Context: an optimization exercise on an open-source flow, tuned for small area, a short achievable clock period and few clock cycles. The choices shown serve that exercise and are no tape-out recipe.
Function was checked by simulation only, so behaviour that the tests miss may differ from the original.
Power figures rest on the tool's default switching activity, not on a simulated workload.

==> flow/config.mk <==
export PLATFORM = sky130hd
export DESIGN_NAME = alu
export DESIGN_NICKNAME = alu
export VERILOG_FILES = /design/flow/design.v
export SDC_FILE = /design/flow/constraint.sdc
export NUM_CORES = 4
export LEC_CHECK = 0
export CAP_MARGIN = 20
export CORE_MARGIN = 2
export CORE_UTILIZATION = 40
export SETUP_SLACK_MARGIN = 4
export SLEW_MARGIN = 20
==> flow/constraint.sdc <==
create_clock -name core_clock -period 9.0 [get_ports {i_clk}]
set_input_delay 1.8000 -clock core_clock [delete_from_list [all_inputs] [get_ports {i_clk}]]
set_output_delay 1.8000 -clock core_clock [all_outputs]
set_load 0.01 [all_outputs]
==> flow/design.v <==
module alu #(
    parameter INT_W  = 4,
    parameter FRAC_W = 6,
    parameter INST_W = 4,
    parameter DATA_W = INT_W + FRAC_W
)(
    input                     i_clk,
    input                     i_rst_n,
    input                     i_valid,
    input signed [DATA_W-1:0] i_data_a,
    input signed [DATA_W-1:0] i_data_b,
    input        [INST_W-1:0] i_inst,
    output                    o_valid,
    output       [DATA_W-1:0] o_data
);
wire signed [9:0] a = i_data_a;
wire signed [9:0] b = i_data_b;
wire is_addsub = (i_inst[3:1] == 3'b000);
wire is_mul    = (i_inst[3:1] == 3'b001);
wire is_sub    = (i_inst == 4'd1);
wire is_mac    = (i_inst == 4'd3);
wire is_tanh   = (i_inst == 4'd4);
wire t_r1 = (a <= -10'sd96);
wire t_r2 = !t_r1 && (a <= -10'sd32);
wire t_r5 = (a > 10'sd96);
wire t_r4 = !t_r5 && (a > 10'sd32);
wire t_r3 = !(t_r1 || t_r2 || t_r4 || t_r5);
wire [9:0] tanh_x = t_r1 ? -10'sd64 : t_r2 ? -10'sd16 : t_r4 ? 10'sd16 : t_r5 ? 10'sd64 : 10'sd0;
reg [3:0] clz, ctz;
integer k;
always @(*) begin
    clz = 4'd10;
    for (k = 0; k < 10; k = k + 1) if (a[k]) clz = 9 - k;
    ctz = 4'd10;
    for (k = 9; k >= 0; k = k - 1) if (a[k]) ctz = k;
end
wire [3:0] cpop = a[0] + a[1] + a[2] + a[3] + a[4] + a[5] + a[6] + a[7] + a[8] + a[9];
wire [9:0] rol_1 = b[0] ? {a[8:0], a[9]} : a;
wire [9:0] rol_2 = b[1] ? {rol_1[7:0], rol_1[9:8]} : rol_1;
wire [9:0] rol_4 = b[2] ? {rol_2[5:0], rol_2[9:6]} : rol_2;
wire [9:0] rol   = b[3] ? {rol_4[1:0], rol_4[9:2]} : rol_4;
reg [9:0] x;
always @(*) begin
    case (i_inst)
        4'd0:    x = b;
        4'd1:    x = ~b;
        4'd4:    x = tanh_x;
        4'd5:    x = a | ~b;
        4'd6:    x = {6'd0, clz};
        4'd7:    x = {6'd0, ctz};
        4'd8:    x = {6'd0, cpop};
        4'd9:    x = rol;
        default: x = 10'd0;
    endcase
end
wire [9:0] m = {b[9:7] & {3{is_mul}}, (b[6] & is_mul) | is_addsub | (is_tanh & t_r3),
                (b[5] & is_mul) | (is_tanh & (t_r2 | t_r4)), b[4:0] & {5{is_mul}}};
wire ts1 = ~(a[0] & m[9]) ^ (a[1] & m[8]);
wire tc2 = ~(a[0] & m[9]) & (a[1] & m[8]);
wire ts3 = 1'b1 ^ ~(a[1] & m[9]) ^ (a[2] & m[8]);
wire tc4 = (1'b1 & ~(a[1] & m[9])) | (1'b1 & (a[2] & m[8])) | (~(a[1] & m[9]) & (a[2] & m[8]));
wire ts5 = 1'b1 ^ (a[1] & m[4]);
wire tc6 = 1'b1 & (a[1] & m[4]);
wire ts7 = (a[2] & m[4]) ^ (a[3] & m[3]) ^ (a[4] & m[2]);
wire tc8 = ((a[2] & m[4]) & (a[3] & m[3])) | ((a[2] & m[4]) & (a[4] & m[2])) | ((a[3] & m[3]) & (a[4] & m[2]));
wire ts9 = (a[0] & m[7]) ^ (a[3] & m[4]) ^ (a[4] & m[3]);
wire tc10 = ((a[0] & m[7]) & (a[3] & m[4])) | ((a[0] & m[7]) & (a[4] & m[3])) | ((a[3] & m[4]) & (a[4] & m[3]));
wire ts11 = (a[5] & m[2]) ^ (a[6] & m[1]);
wire tc12 = (a[5] & m[2]) & (a[6] & m[1]);
wire ts13 = (a[0] & m[8]) ^ (a[1] & m[7]) ^ (a[4] & m[4]);
wire tc14 = ((a[0] & m[8]) & (a[1] & m[7])) | ((a[0] & m[8]) & (a[4] & m[4])) | ((a[1] & m[7]) & (a[4] & m[4]));
wire ts15 = (a[5] & m[3]) ^ (a[6] & m[2]) ^ (a[7] & m[1]);
wire tc16 = ((a[5] & m[3]) & (a[6] & m[2])) | ((a[5] & m[3]) & (a[7] & m[1])) | ((a[6] & m[2]) & (a[7] & m[1]));
wire ts17 = (a[8] & m[0]) ^ (a[2] & m[6]);
wire tc18 = (a[8] & m[0]) & (a[2] & m[6]);
wire ts19 = (a[2] & m[7]) ^ (a[5] & m[4]) ^ (a[6] & m[3]);
wire tc20 = ((a[2] & m[7]) & (a[5] & m[4])) | ((a[2] & m[7]) & (a[6] & m[3])) | ((a[5] & m[4]) & (a[6] & m[3]));
wire ts21 = (a[7] & m[2]) ^ (a[8] & m[1]) ^ ~(a[9] & m[0]);
wire tc22 = ((a[7] & m[2]) & (a[8] & m[1])) | ((a[7] & m[2]) & ~(a[9] & m[0])) | ((a[8] & m[1]) & ~(a[9] & m[0]));
wire ts23 = ts1 ^ (a[3] & m[6]) ^ (a[4] & m[5]);
wire tc24 = (ts1 & (a[3] & m[6])) | (ts1 & (a[4] & m[5])) | ((a[3] & m[6]) & (a[4] & m[5]));
wire ts25 = (a[3] & m[7]) ^ (a[6] & m[4]) ^ (a[7] & m[3]);
wire tc26 = ((a[3] & m[7]) & (a[6] & m[4])) | ((a[3] & m[7]) & (a[7] & m[3])) | ((a[6] & m[4]) & (a[7] & m[3]));
wire ts27 = (a[8] & m[2]) ^ ~(a[9] & m[1]) ^ tc2;
wire tc28 = ((a[8] & m[2]) & ~(a[9] & m[1])) | ((a[8] & m[2]) & tc2) | (~(a[9] & m[1]) & tc2);
wire ts29 = ts3 ^ (a[4] & m[6]) ^ (a[5] & m[5]);
wire tc30 = (ts3 & (a[4] & m[6])) | (ts3 & (a[5] & m[5])) | ((a[4] & m[6]) & (a[5] & m[5]));
wire ts31 = ~(a[2] & m[9]) ^ (a[3] & m[8]) ^ (a[4] & m[7]);
wire tc32 = (~(a[2] & m[9]) & (a[3] & m[8])) | (~(a[2] & m[9]) & (a[4] & m[7])) | ((a[3] & m[8]) & (a[4] & m[7]));
wire ts33 = (a[7] & m[4]) ^ (a[8] & m[3]) ^ ~(a[9] & m[2]);
wire tc34 = ((a[7] & m[4]) & (a[8] & m[3])) | ((a[7] & m[4]) & ~(a[9] & m[2])) | ((a[8] & m[3]) & ~(a[9] & m[2]));
wire ts35 = tc4 ^ (a[5] & m[6]) ^ (a[6] & m[5]);
wire tc36 = (tc4 & (a[5] & m[6])) | (tc4 & (a[6] & m[5])) | ((a[5] & m[6]) & (a[6] & m[5]));
wire ts37 = ~(a[3] & m[9]) ^ (a[4] & m[8]) ^ (a[5] & m[7]);
wire tc38 = (~(a[3] & m[9]) & (a[4] & m[8])) | (~(a[3] & m[9]) & (a[5] & m[7])) | ((a[4] & m[8]) & (a[5] & m[7]));
wire ts39 = (a[8] & m[4]) ^ ~(a[9] & m[3]) ^ (a[6] & m[6]);
wire tc40 = ((a[8] & m[4]) & ~(a[9] & m[3])) | ((a[8] & m[4]) & (a[6] & m[6])) | (~(a[9] & m[3]) & (a[6] & m[6]));
wire ts41 = ~(a[4] & m[9]) ^ (a[5] & m[8]) ^ (a[6] & m[7]);
wire tc42 = (~(a[4] & m[9]) & (a[5] & m[8])) | (~(a[4] & m[9]) & (a[6] & m[7])) | ((a[5] & m[8]) & (a[6] & m[7]));
wire ts43 = (a[0] & m[4]) ^ (a[1] & m[3]);
wire tc44 = (a[0] & m[4]) & (a[1] & m[3]);
wire ts45 = (a[2] & m[3]) ^ (a[3] & m[2]) ^ (a[4] & m[1]);
wire tc46 = ((a[2] & m[3]) & (a[3] & m[2])) | ((a[2] & m[3]) & (a[4] & m[1])) | ((a[3] & m[2]) & (a[4] & m[1]));
wire ts47 = (a[5] & m[0]) ^ ts5;
wire tc48 = (a[5] & m[0]) & ts5;
wire ts49 = (a[5] & m[1]) ^ (a[6] & m[0]) ^ tc6;
wire tc50 = ((a[5] & m[1]) & (a[6] & m[0])) | ((a[5] & m[1]) & tc6) | ((a[6] & m[0]) & tc6);
wire ts51 = ts7 ^ (a[0] & m[6]) ^ (a[1] & m[5]);
wire tc52 = (ts7 & (a[0] & m[6])) | (ts7 & (a[1] & m[5])) | ((a[0] & m[6]) & (a[1] & m[5]));
wire ts53 = (a[7] & m[0]) ^ ts11 ^ tc8;
wire tc54 = ((a[7] & m[0]) & ts11) | ((a[7] & m[0]) & tc8) | (ts11 & tc8);
wire ts55 = ts9 ^ (a[1] & m[6]) ^ (a[2] & m[5]);
wire tc56 = (ts9 & (a[1] & m[6])) | (ts9 & (a[2] & m[5])) | ((a[1] & m[6]) & (a[2] & m[5]));
wire ts57 = tc12 ^ tc10 ^ ts13;
wire tc58 = (tc12 & tc10) | (tc12 & ts13) | (tc10 & ts13);
wire ts59 = ts15 ^ (a[3] & m[5]) ^ ts17;
wire tc60 = (ts15 & (a[3] & m[5])) | (ts15 & ts17) | ((a[3] & m[5]) & ts17);
wire ts61 = tc14 ^ tc16 ^ ts19;
wire tc62 = (tc14 & tc16) | (tc14 & ts19) | (tc16 & ts19);
wire ts63 = ts21 ^ tc18 ^ ts23;
wire tc64 = (ts21 & tc18) | (ts21 & ts23) | (tc18 & ts23);
wire ts65 = tc20 ^ tc22 ^ ts25;
wire tc66 = (tc20 & tc22) | (tc20 & ts25) | (tc22 & ts25);
wire ts67 = ts27 ^ tc24 ^ ts29;
wire tc68 = (ts27 & tc24) | (ts27 & ts29) | (tc24 & ts29);
wire ts69 = tc26 ^ ts31 ^ ts33;
wire tc70 = (tc26 & ts31) | (tc26 & ts33) | (ts31 & ts33);
wire ts71 = tc28 ^ tc30 ^ ts35;
wire tc72 = (tc28 & tc30) | (tc28 & ts35) | (tc30 & ts35);
wire ts73 = tc32 ^ tc34 ^ ts37;
wire tc74 = (tc32 & tc34) | (tc32 & ts37) | (tc34 & ts37);
wire ts75 = (a[7] & m[5]) ^ tc36 ^ ts39;
wire tc76 = ((a[7] & m[5]) & tc36) | ((a[7] & m[5]) & ts39) | (tc36 & ts39);
wire ts77 = ~(a[9] & m[4]) ^ tc38 ^ ts41;
wire tc78 = (~(a[9] & m[4]) & tc38) | (~(a[9] & m[4]) & ts41) | (tc38 & ts41);
wire ts79 = (a[7] & m[6]) ^ (a[8] & m[5]) ^ tc40;
wire tc80 = ((a[7] & m[6]) & (a[8] & m[5])) | ((a[7] & m[6]) & tc40) | ((a[8] & m[5]) & tc40);
wire ts81 = ~(a[5] & m[9]) ^ (a[6] & m[8]) ^ (a[7] & m[7]);
wire tc82 = (~(a[5] & m[9]) & (a[6] & m[8])) | (~(a[5] & m[9]) & (a[7] & m[7])) | ((a[6] & m[8]) & (a[7] & m[7]));
wire ts83 = tc42 ^ (a[8] & m[6]) ^ ~(a[9] & m[5]);
wire tc84 = (tc42 & (a[8] & m[6])) | (tc42 & ~(a[9] & m[5])) | ((a[8] & m[6]) & ~(a[9] & m[5]));
wire ts85 = ~(a[6] & m[9]) ^ (a[7] & m[8]) ^ (a[8] & m[7]);
wire tc86 = (~(a[6] & m[9]) & (a[7] & m[8])) | (~(a[6] & m[9]) & (a[8] & m[7])) | ((a[7] & m[8]) & (a[8] & m[7]));
wire ts87 = (a[0] & m[3]) ^ (a[1] & m[2]);
wire tc88 = (a[0] & m[3]) & (a[1] & m[2]);
wire ts89 = (a[2] & m[2]) ^ (a[3] & m[1]) ^ (a[4] & m[0]);
wire tc90 = ((a[2] & m[2]) & (a[3] & m[1])) | ((a[2] & m[2]) & (a[4] & m[0])) | ((a[3] & m[1]) & (a[4] & m[0]));
wire ts91 = tc44 ^ ts45 ^ (a[0] & m[5]);
wire tc92 = (tc44 & ts45) | (tc44 & (a[0] & m[5])) | (ts45 & (a[0] & m[5]));
wire ts93 = tc46 ^ tc48 ^ ts49;
wire tc94 = (tc46 & tc48) | (tc46 & ts49) | (tc48 & ts49);
wire ts95 = tc50 ^ ts53 ^ tc52;
wire tc96 = (tc50 & ts53) | (tc50 & tc52) | (ts53 & tc52);
wire ts97 = tc54 ^ ts57 ^ tc56;
wire tc98 = (tc54 & ts57) | (tc54 & tc56) | (ts57 & tc56);
wire ts99 = tc58 ^ ts61 ^ tc60;
wire tc100 = (tc58 & ts61) | (tc58 & tc60) | (ts61 & tc60);
wire ts101 = tc62 ^ ts65 ^ tc64;
wire tc102 = (tc62 & ts65) | (tc62 & tc64) | (ts65 & tc64);
wire ts103 = tc66 ^ ts69 ^ tc68;
wire tc104 = (tc66 & ts69) | (tc66 & tc68) | (ts69 & tc68);
wire ts105 = tc70 ^ ts73 ^ tc72;
wire tc106 = (tc70 & ts73) | (tc70 & tc72) | (ts73 & tc72);
wire ts107 = tc74 ^ ts77 ^ tc76;
wire tc108 = (tc74 & ts77) | (tc74 & tc76) | (ts77 & tc76);
wire ts109 = ts81 ^ tc78 ^ ts83;
wire tc110 = (ts81 & tc78) | (ts81 & ts83) | (tc78 & ts83);
wire ts111 = tc82 ^ ts85 ^ ~(a[9] & m[6]);
wire tc112 = (tc82 & ts85) | (tc82 & ~(a[9] & m[6])) | (ts85 & ~(a[9] & m[6]));
wire ts113 = ~(a[7] & m[9]) ^ (a[8] & m[8]) ^ ~(a[9] & m[7]);
wire tc114 = (~(a[7] & m[9]) & (a[8] & m[8])) | (~(a[7] & m[9]) & ~(a[9] & m[7])) | ((a[8] & m[8]) & ~(a[9] & m[7]));
wire ts115 = (a[0] & m[2]) ^ (a[1] & m[1]);
wire tc116 = (a[0] & m[2]) & (a[1] & m[1]);
wire ts117 = (a[2] & m[1]) ^ (a[3] & m[0]) ^ ts87;
wire tc118 = ((a[2] & m[1]) & (a[3] & m[0])) | ((a[2] & m[1]) & ts87) | ((a[3] & m[0]) & ts87);
wire ts119 = tc88 ^ ts43 ^ ts89;
wire tc120 = (tc88 & ts43) | (tc88 & ts89) | (ts43 & ts89);
wire ts121 = tc90 ^ ts47 ^ ts91;
wire tc122 = (tc90 & ts47) | (tc90 & ts91) | (ts47 & ts91);
wire ts123 = tc92 ^ ts51 ^ ts93;
wire tc124 = (tc92 & ts51) | (tc92 & ts93) | (ts51 & ts93);
wire ts125 = ts55 ^ tc94 ^ ts95;
wire tc126 = (ts55 & tc94) | (ts55 & ts95) | (tc94 & ts95);
wire ts127 = ts59 ^ tc96 ^ ts97;
wire tc128 = (ts59 & tc96) | (ts59 & ts97) | (tc96 & ts97);
wire ts129 = tc98 ^ ts63 ^ ts99;
wire tc130 = (tc98 & ts63) | (tc98 & ts99) | (ts63 & ts99);
wire ts131 = ts67 ^ tc100 ^ ts101;
wire tc132 = (ts67 & tc100) | (ts67 & ts101) | (tc100 & ts101);
wire ts133 = ts71 ^ tc102 ^ ts103;
wire tc134 = (ts71 & tc102) | (ts71 & ts103) | (tc102 & ts103);
wire ts135 = ts75 ^ tc104 ^ ts105;
wire tc136 = (ts75 & tc104) | (ts75 & ts105) | (tc104 & ts105);
wire ts137 = ts79 ^ tc106 ^ ts107;
wire tc138 = (ts79 & tc106) | (ts79 & ts107) | (tc106 & ts107);
wire ts139 = tc80 ^ ts109 ^ tc108;
wire tc140 = (tc80 & ts109) | (tc80 & tc108) | (ts109 & tc108);
wire ts141 = tc84 ^ ts111 ^ tc110;
wire tc142 = (tc84 & ts111) | (tc84 & tc110) | (ts111 & tc110);
wire ts143 = tc86 ^ ts113 ^ tc112;
wire tc144 = (tc86 & ts113) | (tc86 & tc112) | (ts113 & tc112);
wire ts145 = ~(a[8] & m[9]) ^ ~(a[9] & m[8]) ^ tc114;
wire tc146 = (~(a[8] & m[9]) & ~(a[9] & m[8])) | (~(a[8] & m[9]) & tc114) | (~(a[9] & m[8]) & tc114);
wire [19:0] row0 = {1'b1, (a[9] & m[9]), tc144, tc142, tc140, tc138, tc136, tc134, tc132, tc130, tc128, tc126, tc124, tc122, tc120, tc118, tc116, (a[2] & m[0]), (a[0] & m[1]), (a[0] & m[0])};
wire [19:0] row1 = {1'b0, tc146, ts145, ts143, ts141, ts139, ts137, ts135, ts133, ts131, ts129, ts127, ts125, ts123, ts121, ts119, ts117, ts115, (a[1] & m[0]), 1'b0};
wire [6:0] lo = row0[5:0] + row1[5:0];
reg        o_valid_r;
reg  [9:0] x_r;
reg [13:0] r0_r, r1_r;
reg        c6_r;
always @(posedge i_clk or negedge i_rst_n) begin
    if (!i_rst_n) begin
        o_valid_r <= 1'b0;
        x_r       <= 10'd0;
    end else begin
        o_valid_r <= i_valid;
        if (i_valid && !is_mac) x_r <= x;
        else if (o_valid_r)     x_r <= o_data;
    end
end
always @(posedge i_clk) begin
    r0_r <= row0[19:6];
    r1_r <= row1[19:6];
    c6_r <= lo[6] | is_sub;
end
wire [13:0] xrow = {{4{x_r[9]}}, x_r};
wire [13:0] xs = r0_r ^ r1_r ^ xrow;
wire [13:0] xc = (r0_r & r1_r) | (r0_r & xrow) | (r1_r & xrow);
wire [14:0] sum = {xs, 1'b1} + {xc[12:0], 1'b0, c6_r};
wire [13:0] S = sum[14:1];
wire        ovf = ~(&S[13:9] | ~|S[13:9]);
assign o_valid = o_valid_r;
assign o_data  = ovf ? {S[13], {9{~S[13]}}} : S[9:0];
endmodule
==> flow/run.sh <==
#!/bin/bash
# synth_recipe.tcl (not shown) runs the flow's synth.tcl, then flattens the netlist and writes it again
# the make line also repeats each setting of config.mk as NAME=value (left out here)
make -C /OpenROAD-flow-scripts/flow DESIGN_CONFIG=/design/flow/config.mk WORK_HOME=/design/flow/orfs CLKGATE_MAP_FILE= SYNTH_SCRIPT=/design/flow/synth_recipe.tcl finish
==> impl_summary.txt, run 1 <==
----------------------------------------------------
[Power and ir drop]
  Cell-internal power ... 1.76 mW
  Reg power frac ... 8.2%
  P_sw ... 1.40 mW
  Worst IR drop on VDD ... 295 uV
  Switching share of power ... 44.2%
  Part of the power in the clock network ... 6.6%
  Power per standard cell area ... 401 nW/um2
  Combinational share of power ... 85.3%
  LEAKAGE ... 3.61 nW

[Logic synthesis]
  Yosys warning total ... 1
  Post-synth ARST share ... 28.9%
  Syn Nets ... 811
  Avg Synthesized Cell Area ... 8.59 um2
  Top area cells in the synthesized netlist ... fa_1, dfxtp_1, ha_1, inv_1, nand2_1
  Proportion of synthesized chip area in sequential cells ... 14.1%
  Post-synthesis instance area ... 5780 um2
  Main synth FF type ... dfxtp_1
  Seq cells post-synth ... 38
  Count of flip-flops with a built-in enable after synthesis ... 0
  Post-synth top area cell ... fa_1
  Instance count of the mapped netlist ... 672
  Distinct cell type count of the synthesized netlist ... 60
  Post-synth top area share ... 28.8%

[Placed design]
  Count of buffers inserted at the top-level ports ... 37
  Placed Cells ... 855
  Routability cong. ... 0.888
  Post-detail-place hpwl ... 13200 um

[Job]
  Max_cap viols ... 0

[Die]
  DIE WIDTH ... 124 um
  Die area ... 15400 um2
  # IOs ... 38
  Core footprint ... 14000 um2
  Initial core utilization ... 41.3%
  # rows ... 43
  Height of the die ... 124 um

[Global routing]
  Number of global-route vias before repair ... 5457
  Total global routing track utilization ... 25.5%
  Number of antenna violations at the first check in global routing ... 0
  Largest net degree at the start of global routing ... 24
  Grt total ovfl ... 0
  Wire length of the first global-routing pass ... 29800 um

[Clocking]
  Clock root cell ... clkbuf_16
  Maximum count of clock buffers along a single path ... 2
  CTS clock-pin slew for the worst setup and hold paths ... 0.05 ns
  CTS tree ... done
  Clock sink count ... 38
  Inserted Clock Buffers ... 5
  Clock network latency to the later pin of the worst-skew pair ... 0.28 ns
  Number of H-tree levels ... 2

[Cells and area]
  Fillers ... 1214
  Final std cells w/o fill ... 941
  Leading cell type in the layout, fill and taps excluded ... inv_1
  Number of antenna cells inserted ... 0
  Commonest non-fill, non-tap cells in the layout ... inv_1, nand2_1, fa_1, buf_4, and3_1
  Synthesis-to-finish area growth ... 36.2%
  Final layout net count ... 899
  Fraction of final layout cells with drive strength greater than 1 ... 29.7%

[Detailed routing]
  Mean routed wirelength per cell ... 20.7 um
  Number of DRC markers after the initial detailed-route iteration ... 434
  Total Routed Length ... 19400 um
  Final ANT Viol Nets ... 0
  Detailed-route DRC error count ... 0
  Iteration count of the initial detailed-routing pass ... 5
  Via count normalized by instance count ... 5.70
  Vias ... 5359

[Worst setup path]
  Instance count on the critical path ... 14
  Worst path slowest cell ... fa_2
  Startpoint kind of the worst setup timing path ... flop
  Type of the setup path with the least slack ... flop to output pin
  Cell seen most often among critical-path stages ... buf_4
  Critical Path AT ... 3.39 ns
  CP cell instances ... fa_2, ha_4, a21o_1, nand4_1, a21oi_2, a211oi_4, xor2_2, buf_4, buf_6, o41ai_4, buf_4, nand2_2, nand2_1, buf_2
  Delay of the slowest critical-path stage ... 0.64 ns
  Bufs and invs on worst path ... 4
  Cell family with most CP delay ... compound AO/OA/AOI/OAI gates
  Critical path capture point type ... output pin
  Worst reg-to-reg path cell count ... 16
  Critical path peak fanout ... 3
  Worst endpoint required time ... 7.20 ns

[Status]
  Outcome ... no timing/DRC/antenna violations

[Min path]
  Hold WC Path Type ... flop to flop
  Number of instances on the worst hold path ... 1

[STA]
  Worst rel slew slack ... 45.7%
  Final count of pins violating max slew ... 0
  Top achievable clock speed ... 0.193 GHz
  Fin. Hold Viols ... 0
  Final min period ... 5.19 ns
  Number of setup violations in the final report ... 0
  Total Neg Setup Slack ... 0 ns
  Share of the clock period used by the worst path after layout ... 57.6%
  Slew at the pin with the worst max-slew slack ... 0.811 ns
  Clock Skew ... 0.00709 ns
  Unrepaired setup endpoints after global routing ... true

----------------------------------------------------
==> area by class of cell <==
class	instances	area [um2]	share of cell area, %
Sequential cell	38	818	10.4
Clock buffer	8	189	2.40
Tap cell	180	225	2.86
Inverter	96	378	4.80
Multi-Input combinational cell	500	5050	64.2
Timing Repair Buffer	119	1210	15.3
==> path summary, 6_finish.rpt <==
kind | endpoint | slack, ns | from
max | o_data[7] | 3.81 | x_r[0]
min | x_r[0] | 0.61 | o_valid_r
max reg2reg | x_r[2] | 5.36 | x_r[7]
min reg2reg | x_r[0] | 0.61 | o_valid_r
max in group asynchronous | x_r[9] | 6.67 | i_rst_n
min in group asynchronous | x_r[5] | 1.90 | i_rst_n
==> kinds of logic after synthesis <==
kind of cell               after synthesis  share of synthesized area [%]
buffers and inverters                  137                           8.93
and+or+nand+nor                        220                           18.6
AOI/OAI and AO/OA                      125                           14.9
DFF                                     38                           14.1
muxes                                   23                           5.87
xor gates and xnor gates                17                           2.58
adders and majority gates              112                           35.1
==> worst reg2reg max path: stages (launching register included) <==
cell,delay (ns)
dfrtp_1,0.41
fa_1,0.57
ha_4,0.24
a21oi_4,0.19
a21oi_2,0.07
o21a_1,0.19
a311oi_2,0.34
xnor2_2,0.20
buf_4,0.16
buf_4,0.12
o41ai_4,0.08
buf_4,0.15
buf_4,0.14
buf_4,0.12
buf_4,0.13
a2111oi_2,0.31
nor2_1,0.07
==> metal layers <==
layer / vias to the layer above / part of all wire (%) / global-route usage [%]
met5: - / 0 / 0
met1: 2696 / 42 / 34.2
met4: 0 / 1.8 / 6.32
met3: 28 / 6.3 / 2.84
li1: 2427 / - / -
met2: 208 / 50 / 44.1
==> cell usage after synthesis (6+ instances only) <==
cell type	number
clkbuf_1	38
mux2i_1	8
nand2b_1	10
nand3_1	13
o22ai_1	10
mux4_2	8
a21o_1	6
o21a_1	6
a211oi_1	6
mux2_2	7
nor3_1	9
and2_1	21
a31oi_1	8
and3_1	36
xor2_1	8
a22oi_1	8
inv_1	96
ha_1	29
dfrtp_1	11
nand2_1	84
nor2_1	29
fa_1	83
o21ai_0	17
xnor2_1	9
dfxtp_1	27
nor4_1	6
a21oi_1	30
==> power by group through the flow <==
stage	clock [mW]	sequential [mW]	combinational, mW
after floorplan	0	0.248	0.912
after global placement	0	0.260	1.42
after detailed placement	0	0.262	1.45
after CTS	0.212	0.256	2.37
after global routing	0.220	0.263	2.84
final	0.208	0.258	2.69
==> sequential cells by signal (all words and copies together), names as in the netlist <==
signal,cells
r0_r,13
r1_r,13
x_r,10
c6_r,1
o_valid_r,1
==> per-stage QoR <==
stage	worst slack [ns]	power, mW	hold WS [ns]	cell area [um2]	util [%]
after floorplan	3.99	1.16	0.547	5800	-
after global placement	2.30	1.68	0.566	6280	44.9
after detailed placement	2.33	1.71	0.586	6280	44.9
after CTS	3.90	2.83	0.594	7330	52.4
after global routing	3.73	3.32	0.643	7870	56.2
final	3.81	3.16	0.610	7870	56.2
==> what timing repair did <==
item,CTS,global route
hold buffers,0,0
gates resized for setup,206,72
gates cloned,5,1
buffers inserted,45,27
setup endpoints to repair,39,24
pin swaps,39,44
Testbench counts, summed over its fixed seeds: cycles 24,000.
==> run 2, diff against run 1 <==
--- a/flow/config.mk
+++ b/flow/config.mk
@@ -10,3 +10,3 @@
 export CORE_UTILIZATION = 40
-export SETUP_SLACK_MARGIN = 4
+export SETUP_SLACK_MARGIN = 2.5
 export SLEW_MARGIN = 20
==> run 2 against run 1 <==
Compared with the run above:
- via count fell by 9.5%
- first-iteration DRC count fell by 7.6%
- clock power rose by 4%
- critical path depth rose by 2
- sequential share of layout area rose by 2.2 points
==> impl_summary.txt, run 2 <==
----------------------------------------------------
[Job]
  Max_cap viols ... 0 (unchanged)

[Worst setup path]
  Startpoint of the worst register-to-register path ... x_r[1]
  Critical path peak fanout ... 17 (+14)
  Worst reg-to-reg path cell count ... 10 (-6)
  Worst endpoint required time ... 9.15 ns (+1.95 ns)
  Startpoint kind of the worst setup timing path ... input pin
  Worst path slowest cell ... clkdlybuf4s50_1
  Type of the setup path with the least slack ... input pin to flop
  Endpoint of the most critical register-to-register path ... x_r[7]
  Delay of the slowest critical-path stage ... 0.97 ns (+0.33 ns)
  CP cell instances ... clkdlybuf4s50_1, inv_1, a211o_1, nor2_1, a31oi_1, o21ai_0, nand2b_1, a21oi_1, nand2_1, fa_1, inv_1, fa_1, inv_1, fa_1, inv_1, fa_1
  Instance count on the critical path ... 16 (+2)
  Cell family with most CP delay ... adder cells
  Bufs and invs on worst path ... 5 (+1)
  CP Launch Point ... i_data_a[5]
  R2R setup slack ... 5.31 ns (-0.05 ns)
  Critical path capture point type ... flop
  Critical Path AT ... 6.40 ns (+3.01 ns)
  Crit path to ... r1_r[6]

[Global routing]
  Grt total ovfl ... 0 (unchanged)
  Total global routing track utilization ... 23.2% (-2.3 points)
  Largest net degree at the start of global routing ... 43 (+79%)
  Routing layer with the top usage in global route ... met2
  Number of global-route vias before repair ... 4903 (-10%)
  Global-route met3 utilization ... 2.38% (-0.46 points)
  Number of antenna violations at the first check in global routing ... 0 (unchanged)
  Met1 track demand over resource in global routing ... 34.8% (+0.61 points)
  Wire length of the first global-routing pass ... 27100 um (-9.0%)
  GR Layer Usage met2 ... 36.4% (-7.7 points)

[Power and ir drop]
  Worst IR drop on VDD ... 198 uV (-33%)
  Power per standard cell area ... 294 nW/um2 (-27%)
  LEAKAGE ... 3.05 nW (-15%)

[Logic synthesis]
  Proportion of synthesized area in mux cells ... 5.87% (unchanged)
  Synthesized-area fraction occupied by adder cells ... 35.1% (unchanged)
  Xor and xnor area share after synthesis ... 2.58% (unchanged)
  Avg Synthesized Cell Area ... 8.59 um2 (unchanged)
  Dominant combinational cell family by area after synthesis ... adder cells
  Top area cells in the synthesized netlist ... fa_1, dfxtp_1, ha_1, inv_1, nand2_1
  Yosys warning total ... 1 (unchanged)
  Distinct cell type count of the synthesized netlist ... 60 (unchanged)
  Post-synthesis simple-gate area fraction ... 18.6% (unchanged)
  Seq cells post-synth ... 38 (unchanged)
  Instance count of the mapped netlist ... 672 (unchanged)
  Count of flip-flops with a built-in enable after synthesis ... 0 (unchanged)
  Proportion of synthesized chip area in sequential cells ... 14.1% (unchanged)
  Post-synth top area share ... 28.8% (unchanged)
  Count leader, synth ... inv_1
  Post-synth ARST share ... 28.9% (unchanged)
  Post-synthesis instance area ... 5780 um2 (unchanged)
  Compound-Gate Fraction of Synth Area ... 14.9% (unchanged)
  Leading cell types by count after synthesis ... inv_1, nand2_1, fa_1
  Main synth FF type ... dfxtp_1
  Post-synth top area cell ... fa_1
  Syn Nets ... 811 (unchanged)

[Cells and area]
  Multi-input gate area ... 4450 um2 (-12%)
  Fraction of final layout cells with drive strength greater than 1 ... 5.72% (-24 points)
  Commonest non-fill, non-tap cells in the layout ... inv_1, nand2_1, fa_1, and3_1, clkdlybuf4s50_1
  Registers with the most flip-flops ... r0_r x13, r1_r x13, x_r x10
  Reg area ... 816 um2 (-0.31%)
  Fillers ... 1395 (+15%)
  Final layout net count ... 820 (-8.8%)
  Synthesis-to-finish area growth ... 11.8%
  Cell area after layout ... 6450 um2 (-18%)
  Leading cell type in the layout, fill and taps excluded ... inv_1
  Number of antenna cells inserted ... 0 (unchanged)

[STA]
  Fin. Hold Viols ... 0 (unchanged)
  Final min period ... 6.24 ns (+1.06 ns)
  Total Neg Setup Slack ... 0 ns (unchanged)
  Clock Skew ... 0.00700 ns (-0.0000911 ns)
  Unrepaired setup endpoints after global routing ... false
  Worst rel slew slack ... 35.9% (-9.8 points)
  Worst path setup slack after routing ... 2.76 ns (-1.06 ns)
  Final count of pins violating max slew ... 0 (unchanged)
  Share of the clock period used by the worst path after layout ... 69.4% (+12 points)
  Number of setup violations in the final report ... 0 (unchanged)
  Slew at the pin with the worst max-slew slack ... 0.958 ns (+0.147 ns)
  Top achievable clock speed ... 0.160 GHz (-17%)

[Die]
  # IOs ... 38 (unchanged)
  Height of the die ... 124 um (unchanged)
  # rows ... 43 (unchanged)
  DIE WIDTH ... 124 um (unchanged)
  Die area ... 15400 um2 (unchanged)
  Core footprint ... 14000 um2 (unchanged)
  Initial core utilization ... 41.3% (unchanged)

[Clocking]
  Number of H-tree levels ... 2 (unchanged)
  Maximum count of clock buffers along a single path ... 2 (unchanged)
  Clock root cell ... clkbuf_16
  CTS tree ... done
  Clock sink count ... 38 (unchanged)
  CTS clock-pin slew for the worst setup and hold paths ... 0.06 ns (about the same)
  Hold-fix buffer count after cts ... 0 (unchanged)
  Inserted Clock Buffers ... 5 (unchanged)
  Clock network latency to the later pin of the worst-skew pair ... 0.28 ns (about the same)

[Placed design]
  Routability cong. ... 0.948 (+6.7%)
  Post-detail-place hpwl ... 13100 um (-0.88%)
  Instance area after placement ... 6260 um2 (-0.34%)
  Count of buffers inserted at the top-level ports ... 37 (unchanged)
  Post-placement worst setup slack ... 2.46 ns (+0.128 ns)

[Detailed routing]
  Via count normalized by instance count ... 5.63 (-1.2%)
  Mean routed wirelength per cell ... 19.5 um (-5.7%)
  Iteration count of the initial detailed-routing pass ... 8 (+3)
  Total Routed Length ... 16800 um (-14%)
  Number of DRC markers after the initial detailed-route iteration ... 401 (-7.6%)
  Final ANT Viol Nets ... 0 (unchanged)
  Vias ... 4852 (-9.5%)
  Detailed-route DRC error count ... 0 (unchanged)

[Min path]
  Hold WC Path Type ... flop to flop

[Status]
  Outcome ... no timing/DRC/antenna violations

----------------------------------------------------
==> run 2: cell count changes in the layout (fill, tap and decap cells not counted), sizes merged, moves of 2 or more <==
cell | previous run | this run
clkdlybuf4s50 | 12 | 36
inv | 92 | 96
clkdlybuf4s15 | 3 | 0
clkinvlp | 4 | 0
nor2 | 31 | 29
dlygate4sd2 | 2 | 0
bufbuf | 2 | 0
clkbuf | 10 | 6
buf | 98 | 6
==> run 2: worst min path at each step <==
stage / from / endpoint / cells after the start
6_report: o_valid_r / x_r[0] / 1
5_1_grt: o_valid_r / x_r[0] / 1
4_1_cts: o_valid_r / x_r[0] / 1
3_5_place_dp: o_valid_r / x_r[0] / 1
3_3_place_gp: o_valid_r / x_r[0] / 1
2_1_floorplan: o_valid_r / x_r[0] / 1
==> run 2: worst reg2reg max path, delay by kind of cell, from the launching register on <==
family          cells  cell delay, ns
compound gates      5            1.40
fa+ha+maj           2            0.84
xor+xnor            1            0.69
flops               1            0.40
simple gates        2            0.23
==> run 2: metrics by stage <==
stage / hold WS, ns / utilization [%] / std cells / power, mW
after floorplan: 0.547 / - / 672 / 1.16
after global placement: 0.538 / 44.8 / 854 / 1.66
after detailed placement: 0.533 / 44.8 / 854 / 1.69
after CTS: 0.541 / 46.1 / 862 / 1.90
after global routing: 0.582 / 46.1 / 862 / 2.07
final: 0.544 / 46.1 / 862 / 1.90
==> run 2: final cells by class <==
| class | instances | area share, % |
|---|---|---|
| flip-flops and latches | 38 | 12.6 |
| clock inverters | 2 | 0.601 |
| multi-input cells | 497 | 68.9 |
| well taps | 180 | 3.49 |
| clock buffers | 6 | 2.33 |
| inverters | 96 | 5.58 |
| repair buffers | 43 | 6.47 |
==> run 2: power by group <==
group	switching (mW)	total, mW	leakage (nW)	internal, mW
Sequential	0.0410	0.257	0.359	0.216
Clock	0.0684	0.216	0.0922	0.148
Combinational	0.786	1.43	2.60	0.640
Total	0.896	1.90	3.05	1.00
==> run 2: metal layers <==
| layer | routed length, um | up-vias | part of all wire (%) |
|---|---|---|---|
| met1 | 8050 | 2397 | 48 |
| li1 | - | 2261 | - |
| met5 | 0 | - | 0 |
| met2 | 7470 | 173 | 45 |
| met4 | 216 | 0 | 1.3 |
| met3 | 1060 | 21 | 6.3 |
==> run 2: kinds of logic after synthesis <==
group | Yosys count
adders and majority gates | 112
muxes | 23
AOI/OAI and AO/OA | 125
buffers and inverters | 137
xor gates and xnor gates | 17
and+or+nand+nor | 220
DFF | 38
==> run 2: what timing repair did <==
action / CTS / global route
setup endpoints to repair: 0 / 1
setup buffers: 0 / 0
resized for setup: 0 / 1
==> run 3, diff against run 2 <==
--- a/flow/config.mk
+++ b/flow/config.mk
@@ -10,3 +10,3 @@
 export CORE_UTILIZATION = 40
-export SETUP_SLACK_MARGIN = 2.5
+export SETUP_SLACK_MARGIN = 4.5
 export SLEW_MARGIN = 20
==> run 3 against run 2 <==
Compared with the run above:
- sequential share of layout area down 2.9 points
- critical path type is now flop to output pin
- power rose by 58%
- hold slack improved by 0.030 ns
- critical endpoint is now o_data[5]
- maximum frequency grew 20%
==> impl_summary.txt, run 3 <==
----------------------------------------------------
[Cells and area]
  Fraction of final layout cells with drive strength greater than 1 ... 41.1% (+35 points)
  Registers with the most flip-flops ... r0_r x13, r1_r x13, x_r x10
  Synthesis-to-finish area growth ... 44.8%
  Commonest non-fill, non-tap cells in the layout ... nand2_1, buf_4, inv_1, fa_1, buf_6
  Final layout net count ... 931 (+14%)
  Number of antenna cells inserted ... 0 (unchanged)
  Fillers ... 1139 (-18%)

[Clocking]
  Clock network latency to the later pin of the worst-skew pair ... 0.28 ns (about the same)
  Maximum count of clock buffers along a single path ... 2 (unchanged)
  CTS clock-pin slew for the worst setup and hold paths ... 0.06 ns (about the same)
  Number of H-tree levels ... 2 (unchanged)
  Clock root cell ... clkbuf_16
  Clock sink count ... 38 (unchanged)
  CTS tree ... done
  Inserted Clock Buffers ... 5 (unchanged)

[Logic synthesis]
  Post-synthesis instance area ... 5780 um2 (unchanged)
  Proportion of synthesized area in mux cells ... 5.87% (unchanged)
  Post-synthesis simple-gate area fraction ... 18.6% (unchanged)
  Synthesized-area fraction occupied by adder cells ... 35.1% (unchanged)
  Compound-Gate Fraction of Synth Area ... 14.9% (unchanged)
  Seq cells post-synth ... 38 (unchanged)
  Main synth FF type ... dfxtp_1
  Dominant combinational cell family by area after synthesis ... adder cells
  Top area cells in the synthesized netlist ... fa_1, dfxtp_1, ha_1, inv_1, nand2_1
  Count leader, synth ... inv_1
  Xor and xnor area share after synthesis ... 2.58% (unchanged)
  Instance count of the mapped netlist ... 672 (unchanged)
  Post-synth top area cell ... fa_1
  Avg Synthesized Cell Area ... 8.59 um2 (unchanged)
  Leading cell types by count after synthesis ... inv_1, nand2_1, fa_1
  Count of flip-flops with a built-in enable after synthesis ... 0 (unchanged)
  Syn Nets ... 811 (unchanged)
  Distinct cell type count of the synthesized netlist ... 60 (unchanged)
  Yosys warning total ... 1 (unchanged)
  Post-synth top area share ... 28.8% (unchanged)
  Proportion of synthesized chip area in sequential cells ... 14.1% (unchanged)
  Post-synth ARST share ... 28.9% (unchanged)

[Global routing]
  Grt total ovfl ... 0 (unchanged)
  Total global routing track utilization ... 26.2% (+3.0 points)
  Number of global-route vias before repair ... 5692 (+16%)
  Number of antenna violations at the first check in global routing ... 0 (unchanged)
  Largest net degree at the start of global routing ... 25 (-42%)
  Wire length of the first global-routing pass ... 30400 um (+12%)

[Die]
  Height of the die ... 124 um (unchanged)
  # IOs ... 38 (unchanged)
  Core footprint ... 14000 um2 (unchanged)
  Initial core utilization ... 41.3% (unchanged)
  Die area ... 15400 um2 (unchanged)
  # rows ... 43 (unchanged)
  DIE WIDTH ... 124 um (unchanged)

[Detailed routing]
  Via count normalized by instance count ... 5.83 (+3.6%)
  Total Routed Length ... 20100 um (+20%)
  Final ANT Viol Nets ... 0 (unchanged)
  Detailed-route DRC error count ... 0 (unchanged)
  Mean routed wirelength per cell ... 20.7 um (+6.1%)
  Vias ... 5672 (+17%)
  Iteration count of the initial detailed-routing pass ... 8 (unchanged)
  Number of DRC markers after the initial detailed-route iteration ... 600 (+50%)

[Worst setup path]
  Bufs and invs on worst path ... 5 (unchanged)
  Worst path slowest cell ... fa_1
  Worst reg-to-reg path cell count ... 15 (+5)
  Endpoint of the most critical register-to-register path ... x_r[7]
  Critical Path AT ... 3.39 ns (-3.01 ns)
  Startpoint kind of the worst setup timing path ... flop
  Type of the setup path with the least slack ... flop to output pin
  Cell seen most often among critical-path stages ... buf_4
  Cell family with most CP delay ... compound AO/OA/AOI/OAI gates
  Worst endpoint required time ... 7.20 ns (-1.95 ns)
  R2R setup slack ... 5.35 ns (+0.04 ns)
  Critical path peak fanout ... 3 (-14)
  CP cell instances ... fa_1, ha_4, o21ai_4, a221oi_4, a31oi_4, o21bai_4, xnor2_2, buf_4, o41ai_4, buf_4, buf_6, a21oi_4, inv_2, buf_2
  Critical path capture point type ... output pin
  Delay of the slowest critical-path stage ... 0.53 ns (-0.44 ns)
  Startpoint of the worst register-to-register path ... x_r[1]

[Min path]
  Hold Path Sink ... x_r[0]
  Number of instances on the worst hold path ... 1 (unchanged)
  Hold Crit Start ... o_valid_r
  Hold WC Path Type ... flop to flop

[Status]
  Outcome ... no timing/DRC/antenna violations

[STA]
  Fin. Hold Viols ... 0 (unchanged)
  Final count of pins violating max slew ... 0 (unchanged)
  Final min period ... 5.19 ns (-1.05 ns)
  Slew at the pin with the worst max-slew slack ... 0.798 ns (-0.160 ns)
  Share of the clock period used by the worst path after layout ... 57.7% (-12 points)
  Top achievable clock speed ... 0.193 GHz (+20%)
  Worst rel slew slack ... 46.6% (+11 points)
  Total Neg Setup Slack ... 0 ns (unchanged)
  Number of setup violations in the final report ... 0 (unchanged)
  Unrepaired setup endpoints after global routing ... true
  Clock Skew ... 0.00878 ns (+0.00178 ns)

[Placed design]
  Count of buffers inserted at the top-level ports ... 37 (unchanged)
  Post-detail-place hpwl ... 12900 um (-1.2%)
  Routability cong. ... 0.982 (+3.6%)

[Power and ir drop]
  LEAKAGE ... 3.79 nW (+24%)
  Final Total Pwr ... 3.01 mW (+58%)
  Worst IR drop on VDD ... 333 uV (+68%)
  Power per standard cell area ... 360 nW/um2 (+22%)

[Job]
  Max_cap viols ... 0 (unchanged)

----------------------------------------------------
==> run 3: repair_timing <==
action / in CTS / in global routing
setup endpoints to repair: 40 / 36
endpoints found under the hold margin: 0 / 0
gates cloned: 7 / 0
resized for setup: 244 / 80
pin swaps: 70 / 57
setup buffers: 79 / 21
hold buffers: 0 / 0
==> run 3: stage by stage <==
| stage | instances | util [%] | setup WS, ns | hold WS (ns) | area (um2) |
|---|---|---|---|---|---|
| after floorplan | 672 | - | 4.09 | 0.529 | 6200 |
| after global placement | 858 | 46.7 | 2.77 | 0.559 | 6540 |
| after detailed placement | 858 | 46.7 | 2.68 | 0.566 | 6540 |
| after CTS | 952 | 56.5 | 3.77 | 0.573 | 7910 |
| after global routing | 973 | 59.8 | 3.72 | 0.612 | 8360 |
| final | 973 | 59.8 | 3.81 | 0.575 | 8360 |
==> run 3: cell type report <==
class | instances | area (um2) | share of cell area (%)
Clock inverter | 1 | 5.00 | 0.0599
Multi-Input combinational cell | 500 | 5260 | 62.9
Timing Repair Buffer | 151 | 1530 | 18.3
Clock buffer | 7 | 143 | 1.71
Inverter | 96 | 380 | 4.55
Tap cell | 180 | 225 | 2.69
Sequential cell | 38 | 818 | 9.79
==> run 3: metal layers <==
layer | up-vias | routed length [um] | track usage, %
li1 | 2492 | - | -
met1 | 2777 | 8130 | 34.7
met2 | 327 | 9550 | 43.2
met3 | 76 | 1700 | 4.12
met4 | 0 | 742 | 9.90
met5 | - | 0 | 0
==> run 3: how the worst max path moves through the flow <==
stage	start	end	slack [ns]	cells past startpoint
final	x_r[2]	o_data[5]	3.81	14
after floorplan	i_data_a[1]	r1_r[6]	4.09	17
after CTS	x_r[1]	o_data[1]	3.77	14
after global routing	x_r[5]	o_data[1]	3.72	14
after detailed placement	i_inst[3]	r1_r[5]	2.68	12
after global placement	i_inst[3]	r1_r[5]	2.77	13
==> run 3: report_power, final <==
group / leakage, nW / internal, mW / switching [mW]
clock network: 0.0739 / 0.109 / 0.0594
registers: 0.356 / 0.217 / 0.0428
logic: 3.36 / 1.29 / 1.30
==> run 3: kinds of logic (layout without fill, tap and decap cells) <==
group / after synthesis / after routing
XOR/XNOR: 17 / 17
flip-flops: 38 / 38
buffers and inverters: 137 / 255
AO/OA/AOI/OAI: 125 / 126
AND/OR/NAND/NOR: 220 / 222
adder cells (fa/ha/maj): 112 / 112
multiplexers: 23 / 23
==> run 4, diff against run 3 <==
==> flow/flow/run.sh (new file) <==
#!/bin/bash
# The standard layout, except that the input and output ports are buffered
# with buf_2 cells (buffer_ports otherwise picks a slow delay buffer).
set -euo pipefail
bash standard.sh "BUFFER_PORTS_ARGS=-buffer_cell sky130_fd_sc_hd__buf_2" finish > standard_flow.log 2>&1
==> flow/standard.sh (new file) <==
#!/bin/bash
# synth_recipe.tcl (not shown) runs the flow's synth.tcl, then flattens the netlist and writes it again
# the make line also repeats each setting of config.mk as NAME=value (left out here)
make -C /OpenROAD-flow-scripts/flow DESIGN_CONFIG=/design/flow/config.mk WORK_HOME=/design/flow/orfs CLKGATE_MAP_FILE= SYNTH_SCRIPT=/design/flow/synth_recipe.tcl "${@:-finish}"
--- a/flow/config.mk
+++ b/flow/config.mk
@@ -10,3 +10,3 @@
 export CORE_UTILIZATION = 40
-export SETUP_SLACK_MARGIN = 4.5
+export SETUP_SLACK_MARGIN = 3.5
 export SLEW_MARGIN = 20
removed: flow/run.sh
==> run 4 against run 3 <==
Compared with the run above:
- first-iteration DRC count is 11% lower
- clock skew up 0.0027 ns
- wire length fell by 19%
- combinational power down 38%
- global-route usage shrank 3.8 points
- core utilization down 14 points
- power fell by 32%
- sequential power barely moved
- synthesized area is the same
- via count fell by 13%
- non-clock buffer count down 106
- critical path type unchanged
- largest power group unchanged
- maximum frequency is 3.5% lower
==> impl_summary.txt, run 4 <==
----------------------------------------------------
[Status]
  Outcome ... no timing/DRC/antenna violations

[Logic synthesis]
  Seq cells post-synth ... 38 (unchanged)
  Avg Synthesized Cell Area ... 8.59 um2 (unchanged)
  Synthesized-area fraction occupied by adder cells ... 35.1% (unchanged)
  Distinct cell type count of the synthesized netlist ... 60 (unchanged)
  Leading cell types by count after synthesis ... inv_1, nand2_1, fa_1
  Xor and xnor area share after synthesis ... 2.58% (unchanged)
  Count of flip-flops with a built-in enable after synthesis ... 0 (unchanged)
  Count leader, synth ... inv_1
  Compound-Gate Fraction of Synth Area ... 14.9% (unchanged)
  Main synth FF type ... dfxtp_1
  Post-synth top area share ... 28.8% (unchanged)
  Yosys warning total ... 1 (unchanged)
  Post-synth top area cell ... fa_1
  Top area cells in the synthesized netlist ... fa_1, dfxtp_1, ha_1, inv_1, nand2_1
  Proportion of synthesized chip area in sequential cells ... 14.1% (unchanged)
  Post-synthesis instance area ... 5780 um2 (unchanged)
  Post-synthesis simple-gate area fraction ... 18.6% (unchanged)
  Dominant combinational cell family by area after synthesis ... adder cells
  Syn Nets ... 811 (unchanged)
  Post-synth ARST share ... 28.9% (unchanged)
  Instance count of the mapped netlist ... 672 (unchanged)
  Proportion of synthesized area in mux cells ... 5.87% (unchanged)

[Power and ir drop]
  Worst IR drop on VDD ... 211 uV (-37%)
  Final Total Pwr ... 2.04 mW (-32%)
  Power per standard cell area ... 318 nW/um2 (-12%)
  LEAKAGE ... 3.05 nW (-19%)

[Cells and area]
  Number of antenna cells inserted ... 0 (unchanged)
  Commonest non-fill, non-tap cells in the layout ... inv_1, nand2_1, fa_1, and3_1, buf_2
  Fillers ... 1368 (+20%)
  Registers with the most flip-flops ... r0_r x13, r1_r x13, x_r x10
  Synthesis-to-finish area growth ... 11.4%
  Fraction of final layout cells with drive strength greater than 1 ... 14.5% (-27 points)
  Leading cell type in the layout, fill and taps excluded ... inv_1
  Final layout net count ... 822 (-12%)

[Global routing]
  Global-route met3 utilization ... 2.34% (-1.8 points)
  Wire length of the first global-routing pass ... 26400 um (-13%)
  Total global routing track utilization ... 22.4% (-3.8 points)
  Number of global-route vias before repair ... 4910 (-14%)
  Largest net degree at the start of global routing ... 49 (+96%)
  Met1 track demand over resource in global routing ... 32.7% (-2.1 points)
  GR Layer Usage met2 ... 35.8% (-7.4 points)
  Number of antenna violations at the first check in global routing ... 0 (unchanged)
  Grt total ovfl ... 0 (unchanged)
  Routing layer with the top usage in global route ... met2

[Worst setup path]
  Critical Path AT ... 3.58 ns (+0.19 ns)
  Critical path capture point type ... output pin
  Type of the setup path with the least slack ... flop to output pin
  Worst reg-to-reg path cell count ... 11 (-4)
  Startpoint of the worst register-to-register path ... x_r[9]
  CP Launch Point ... x_r[2]
  Endpoint of the most critical register-to-register path ... x_r[3]
  Worst endpoint required time ... 7.20 ns (about the same)
  Crit path to ... o_data[6]
  R2R setup slack ... 5.56 ns (+0.21 ns)
  Critical path peak fanout ... 4 (+1)
  Startpoint kind of the worst setup timing path ... flop

[STA]
  Number of setup violations in the final report ... 0 (unchanged)
  Fin. Hold Viols ... 0 (unchanged)
  Total Neg Setup Slack ... 0 ns (unchanged)
  Unrepaired setup endpoints after global routing ... true
  Final min period ... 5.38 ns (+0.189 ns)
  Final count of pins violating max slew ... 0 (unchanged)
  Clock Skew ... 0.0115 ns (+0.00268 ns)
  Share of the clock period used by the worst path after layout ... 59.8% (+2.1 points)
  Worst rel slew slack ... 35.0% (-12 points)
  Top achievable clock speed ... 0.186 GHz (-3.5%)
  Slew at the pin with the worst max-slew slack ... 0.971 ns (+0.173 ns)

[Placed design]
  Post-detail-place hpwl ... 12600 um (-3.0%)
  Routability cong. ... 1.00 (+1.9%)
  Count of buffers inserted at the top-level ports ... 37 (unchanged)

[Job]
  Max_cap viols ... 0 (unchanged)

[Die]
  Height of the die ... 124 um (unchanged)
  Die area ... 15400 um2 (unchanged)
  # rows ... 43 (unchanged)
  Initial core utilization ... 41.3% (unchanged)
  # IOs ... 38 (unchanged)
  DIE WIDTH ... 124 um (unchanged)
  Core footprint ... 14000 um2 (unchanged)

[Detailed routing]
  Via count normalized by instance count ... 5.69 (-2.4%)
  Final ANT Viol Nets ... 0 (unchanged)
  Mean routed wirelength per cell ... 18.8 um (-8.9%)
  Number of DRC markers after the initial detailed-route iteration ... 536 (-11%)
  Iteration count of the initial detailed-routing pass ... 5 (-3)
  Vias ... 4916 (-13%)
  Total Routed Length ... 16300 um (-19%)
  Detailed-route DRC error count ... 0 (unchanged)

[Min path]
  Hold WC Path Type ... flop to flop
  Number of instances on the worst hold path ... 1 (unchanged)

[Clocking]
  CTS clock-pin slew for the worst setup and hold paths ... 0.06 ns (about the same)
  Maximum count of clock buffers along a single path ... 2 (unchanged)
  Clock sink count ... 38 (unchanged)
  Number of H-tree levels ... 2 (unchanged)
  Clock root cell ... clkbuf_16
  Inserted Clock Buffers ... 5 (unchanged)
  Clock network latency to the later pin of the worst-skew pair ... 0.28 ns (about the same)
  CTS tree ... done

----------------------------------------------------
[run 4: routing by layer]
metal | up-vias | wire [um]
met5 | - | 0
met4 | 0 | 289
met3 | 30 | 891
met2 | 184 | 7520
met1 | 2435 | 7590
li1 | 2267 | -
[run 4: through the flow]
stage / std cells / hold WS [ns] / util (%) / setup slack (ns) / area [um2]
global route: 864 / 0.572 / 46.0 / 3.45 / 6430
CTS: 859 / 0.538 / 44.6 / 3.49 / 6240
finish: 864 / 0.534 / 46.0 / 3.62 / 6430
detailed placement: 849 / 0.529 / 43.2 / 3.25 / 6040
global placement: 849 / 0.527 / 43.2 / 3.26 / 6040
floorplan: 672 / 0.547 / - / 3.71 / 5780
[run 4: cell families after synthesis]
family	after synthesis
and+or+nand+nor	220
muxes	23
buffers and inverters	137
adders and majority gates	112
AOI/OAI and AO/OA	125
xor gates and xnor gates	17
DFF	38
[run 4: power by group]
group / leakage, nW / switching, mW / internal, mW / total (mW)
Clock: 0.0771 / 0.0649 / 0.131 / 0.196
Sequential: 0.358 / 0.0459 / 0.216 / 0.262
Combinational: 2.62 / 0.920 / 0.666 / 1.59
Total: 3.05 / 1.03 / 1.01 / 2.04
[run 4: worst min path at each step]
stage	startpoint	end	slack [ns]
floorplan	o_valid_r	x_r[0]	0.55
global placement	o_valid_r	x_r[0]	0.53
detailed placement	o_valid_r	x_r[0]	0.53
CTS	o_valid_r	x_r[0]	0.54
global route	o_valid_r	x_r[0]	0.57
finish	o_valid_r	x_r[0]	0.53
[run 4: critical path, stage by stage (launching register included)]
cell and delay, ns:
dfrtp_1 0.42, fa_1 0.51, ha_4 0.32, o21ai_2 0.07, a221oi_2 0.36, a31oi_2 0.21, buf_4 0.18, a21oi_2 0.16
xnor2_2 0.14, o41a_1 0.48, o21ai_2 0.26, buf_2 0.18
[run 4: layout make-up]
type                            instances  area, um2  share of cell area, %
Timing Repair Buffer                   45        259                   4.03
Clock inverter                          2       37.5                  0.583
Inverter                               96        360                   5.60
Sequential cell                        38        817                   12.7
Clock buffer                            6        129                   2.00
Tap cell                              180        225                   3.50
Multi-Input combinational cell        497       4610                   71.6
[run 4: timing repair]
item                                    4_1_cts  5_1_grt
pin swaps                                     1       10
hold buffers                                  0        0
cloned                                        0        0
resized for setup                             3       32
endpoints found under the setup margin        8       21
setup buffers                                 2        5
==> run 5, diff against run 4 <==
--- a/flow/config.mk
+++ b/flow/config.mk
@@ -7,2 +7,3 @@
 export LEC_CHECK = 0
+export ABC_AREA = 1
 export CAP_MARGIN = 20
==> run 5 against run 4 <==
Compared with the run above:
- core utilization down 1.6 points
- non-clock buffer count decreased by 8
- final area is 0.31% higher
- largest cell class unchanged
==> impl_summary.txt, run 5 <==
----------------------------------------------------
[Detailed routing]
  Detailed-route DRC error count ... 0 (unchanged)
  Mean routed wirelength per cell ... 16.0 um (-15%)
  Iteration count of the initial detailed-routing pass ... 5 (unchanged)
  Via count normalized by instance count ... 5.08 (-11%)
  Total Routed Length ... 16700 um (+2.6%)
  Final ANT Viol Nets ... 0 (unchanged)
  Number of DRC markers after the initial detailed-route iteration ... 277 (-48%)
  Vias ... 5296 (+7.7%)

[Logic synthesis]
  Main synth FF type ... dfxtp_1
  Syn Nets ... 973 (+20%)
  Post-synth top area share ... 27.9% (-0.89 points)
  Instance count of the mapped netlist ... 834 (+24%)
  Post-synth ARST share ... 28.9% (unchanged)
  Top area cells in the synthesized netlist ... fa_1, nand2_1, inv_1, dfxtp_1, ha_1
  Post-synthesis instance area ... 5960 um2 (+3.2%)
  Distinct cell type count of the synthesized netlist ... 39 (-35%)
  Yosys warning total ... 1 (unchanged)
  Proportion of synthesized chip area in sequential cells ... 13.7% (-0.44 points)
  Leading cell types by count after synthesis ... nand2_1, inv_1, nor2_1
  Post-synth top area cell ... fa_1
  Count of flip-flops with a built-in enable after synthesis ... 0 (unchanged)
  Count leader, synth ... nand2_1
  Seq cells post-synth ... 38 (unchanged)
  Avg Synthesized Cell Area ... 7.15 um2 (-17%)

[Cells and area]
  Registers with the most flip-flops ... r0_r x13, r1_r x13, x_r x10
  Leading cell type in the layout, fill and taps excluded ... nand2_1
  Final std cells w/o fill ... 1042 (+21%)
  Cell area after layout ... 6450 um2 (+0.31%)
  Fillers ... 1567 (+15%)
  Fraction of final layout cells with drive strength greater than 1 ... 13.4% (-1.1 points)
  Commonest non-fill, non-tap cells in the layout ... nand2_1, inv_1, nor2_1, fa_1, nand3_1
  Number of antenna cells inserted ... 0 (unchanged)
  Final Core Density ... 44.4% (-1.6 points)
  Final layout net count ... 996 (+21%)
  Synthesis-to-finish area growth ... 8.29%

[STA]
  Fin. Hold Viols ... 0 (unchanged)
  Final count of pins violating max slew ... 0 (unchanged)
  Final min period ... 5.34 ns (-0.0394 ns)
  Share of the clock period used by the worst path after layout ... 59.4% (-0.44 points)
  Worst path setup slack after routing ... 3.66 ns (+0.0394 ns)
  Number of setup violations in the final report ... 0 (unchanged)
  Total Neg Setup Slack ... 0 ns (unchanged)
  Unrepaired setup endpoints after global routing ... false
  Top achievable clock speed ... 0.187 GHz (+0.74%)
  Worst rel slew slack ... 47.1% (+12 points)
  Clock Skew ... 0.00579 ns (-0.00566 ns)
  Slew at the pin with the worst max-slew slack ... 0.793 ns (-0.179 ns)

[Global routing]
  Global-route met3 utilization ... 3.31% (+0.98 points)
  Wire length of the first global-routing pass ... 27500 um (+4.1%)
  Grt total ovfl ... 0 (unchanged)
  Largest net degree at the start of global routing ... 22 (-55%)
  Routing layer with the top usage in global route ... met2
  GR Layer Usage met2 ... 35.5% (-0.28 points)
  Number of global-route vias before repair ... 5334 (+8.6%)
  Total global routing track utilization ... 21.6% (-0.72 points)
  Number of antenna violations at the first check in global routing ... 0 (unchanged)
  Met1 track demand over resource in global routing ... 30.2% (-2.4 points)

[Status]
  Outcome ... no timing/DRC/antenna violations

[Placed design]
  Instance area after placement ... 6270 um2 (+3.8%)
  Placed Cells ... 1034 (+22%)
  Count of buffers inserted at the top-level ports ... 37 (unchanged)
  Post-detail-place hpwl ... 13900 um (+10%)
  Routability cong. ... 0.972 (-2.8%)
  Post-placement worst setup slack ... 3.45 ns (+0.204 ns)

[Die]
  # rows ... 44 (+2.3%)
  # IOs ... 38 (unchanged)
  Die area ... 15900 um2 (+3.1%)
  Core footprint ... 14500 um2 (+3.9%)
  Height of the die ... 126 um (+1.5%)
  DIE WIDTH ... 126 um (+1.5%)
  Initial core utilization ... 41.0% (-0.28 points)

[Clocking]
  Number of H-tree levels ... 2 (unchanged)
  Number of cells upsized or downsized after cts ... 0 (-3)
  CTS clock-pin slew for the worst setup and hold paths ... 0.06 ns (about the same)
  Maximum count of clock buffers along a single path ... 2 (unchanged)
  Clock root cell ... clkbuf_16
  CTS tree ... done
  Hold-fix buffer count after cts ... 0 (unchanged)
  # Post-CTS Setup Buffers ... 0 (-2)
  Clock sink count ... 38 (unchanged)
  Clock network latency to the later pin of the worst-skew pair ... 0.28 ns (about the same)
  Inserted Clock Buffers ... 5 (unchanged)

[Job]
  Max_cap viols ... 0 (unchanged)

[Power and ir drop]
  P_sw ... 1.03 mW (+0.10%)
  Part of the power in the clock network ... 10.5% (+0.9 points)
  Power per standard cell area ... 301 nW/um2 (-5.1%)
  Reg power frac ... 13.2% (+0.4 points)
  Worst IR drop on VDD ... 180 uV (-14%)
  LEAKAGE ... 3.39 nW (+11%)
  Cell-internal power ... 0.913 mW (-9.9%)
  Combinational share of power ... 76.4% (-1.2 points)
  Switching share of power ... 53.1% (+2.6 points)

[Min path]
  Hold WC Path Type ... flop to flop
  Hold Crit Start ... x_r[5]

[Worst setup path]
  Critical path capture point type ... flop
  Type of the setup path with the least slack ... input pin to flop
  CP Launch Point ... i_data_a[5]
  Critical path peak fanout ... 15 (+11)
  Startpoint kind of the worst setup timing path ... input pin
  Critical Path AT ... 5.51 ns (+1.93 ns)
  Worst endpoint required time ... 9.17 ns (+1.97 ns)
  Startpoint of the worst register-to-register path ... x_r[9]

----------------------------------------------------
## run 5: kinds of logic (layout without fill, tap and decap cells)
logic type / count (synthesis) / in the layout / share of synthesized area (%)
AO/OA/AOI/OAI: 93 / 93 / 9.41
XOR/XNOR: 9 / 9 / 1.32
adder cells (fa/ha/maj): 112 / 112 / 34.0
buffers and inverters: 188 / 212 / 12.3
flip-flops: 38 / 38 / 13.7
multiplexers: 2 / 2 / 0.336
AND/OR/NAND/NOR: 392 / 392 / 29.0
## run 5: worst paths after layout
kind | to | slack [ns] | cells past startpoint
max | x_r[2] | 3.66 | 16
min | x_r[5] | 0.56 | 2
max reg2reg | x_r[7] | 6.25 | 15
min reg2reg | x_r[5] | 0.56 | 2
max in group asynchronous | x_r[4] | 7.38 | 1
min in group asynchronous | o_valid_r | 1.39 | 1
## run 5: critical path: stages
cell and delay (ns):
buf_2 0.29, inv_1 0.27, fa_1 0.61, fa_1 0.43
fa_1 0.43, inv_1 0.06, ha_1 0.17, inv_1 0.06
fa_1 0.37, or2_2 0.30, nand3_1 0.08, nand4_1 0.09
nor2_1 0.13, nand2_1 0.12, a21oi_1 0.21, a21oi_2 0.08
## run 5: layout make-up
type,instances,area (um2),area share [%]
Multi-Input combinational cell,608,4410,68.3
Tap cell,184,230,3.57
Timing Repair Buffer,37,185,2.87
Clock buffer,7,175,2.71
Sequential cell,38,816,12.6
Inverter,167,629,9.75
Clock inverter,1,8.76,0.136
## run 5: metrics by stage
step	hold slack (ns)	total power, mW
3_5_place_dp	0.554	1.76
3_3_place_gp	0.551	1.74
6_report	0.562	1.95
5_1_grt	0.600	2.16
4_1_cts	0.567	1.97
2_1_floorplan	0.532	1.40
## run 5: metal layers
metal / wire length, um / vias to the layer above
met1: 7770 / 2495
li1: - / 2608
met5: 0 / -
met2: 7710 / 176
met3: 1010 / 17
met4: 226 / 0
## run 5: power groups by stage
stage	sequential [mW]	combinational, mW	clock (mW)
after floorplan	0.251	1.15	0
after global placement	0.259	1.48	0
after detailed placement	0.259	1.50	0
after CTS	0.257	1.50	0.207
after global routing	0.264	1.68	0.214
final	0.256	1.49	0.203

==> port drivers added, routing unchanged <==
The flow's constraints put no driver on any port. The routed layouts listed below were extracted and timed again, unchanged, in two steps. Step 1: set_driving_cell puts a clkbuf_16 on i_clk and a buf_2 on each other input, an assumption about the parent block. Step 2, shift: input delay + t, output delay - t, t = (earliest + latest rising clock arrival at the registers) / 2. This alone moves slack from input paths to output paths. a / b / c = ideal ports / drivers / drivers and shift; a / b = the first two.
run | t, ns | setup WS [ns] | hold slack, ns | worst register clock-pin slew, ns
run 1 | 0.310 | 3.814 / 3.780 / 3.680 | 0.610 / 0.610 / 0.610 | 0.06 / 0.06
run 2 | 0.310 | 2.755 / 2.769 / 2.458 | 0.544 / 0.544 / 0.544 | 0.06 / 0.06
run 3 | 0.314 | 3.806 / 3.767 / 3.520 | 0.575 / 0.575 / 0.575 | 0.06 / 0.06
run 4 | 0.312 | 3.617 / 3.583 / 3.377 | 0.534 / 0.534 / 0.534 | 0.06 / 0.06
run 5 | 0.309 | 3.656 / 3.667 / 3.358 | 0.562 / 0.562 / 0.562 | 0.06 / 0.06
After both steps every run listed still meets setup and hold. For run 5, which loses most, drivers alone change the setup slack by +0.011 ns; drivers and shift together by -0.298 ns.
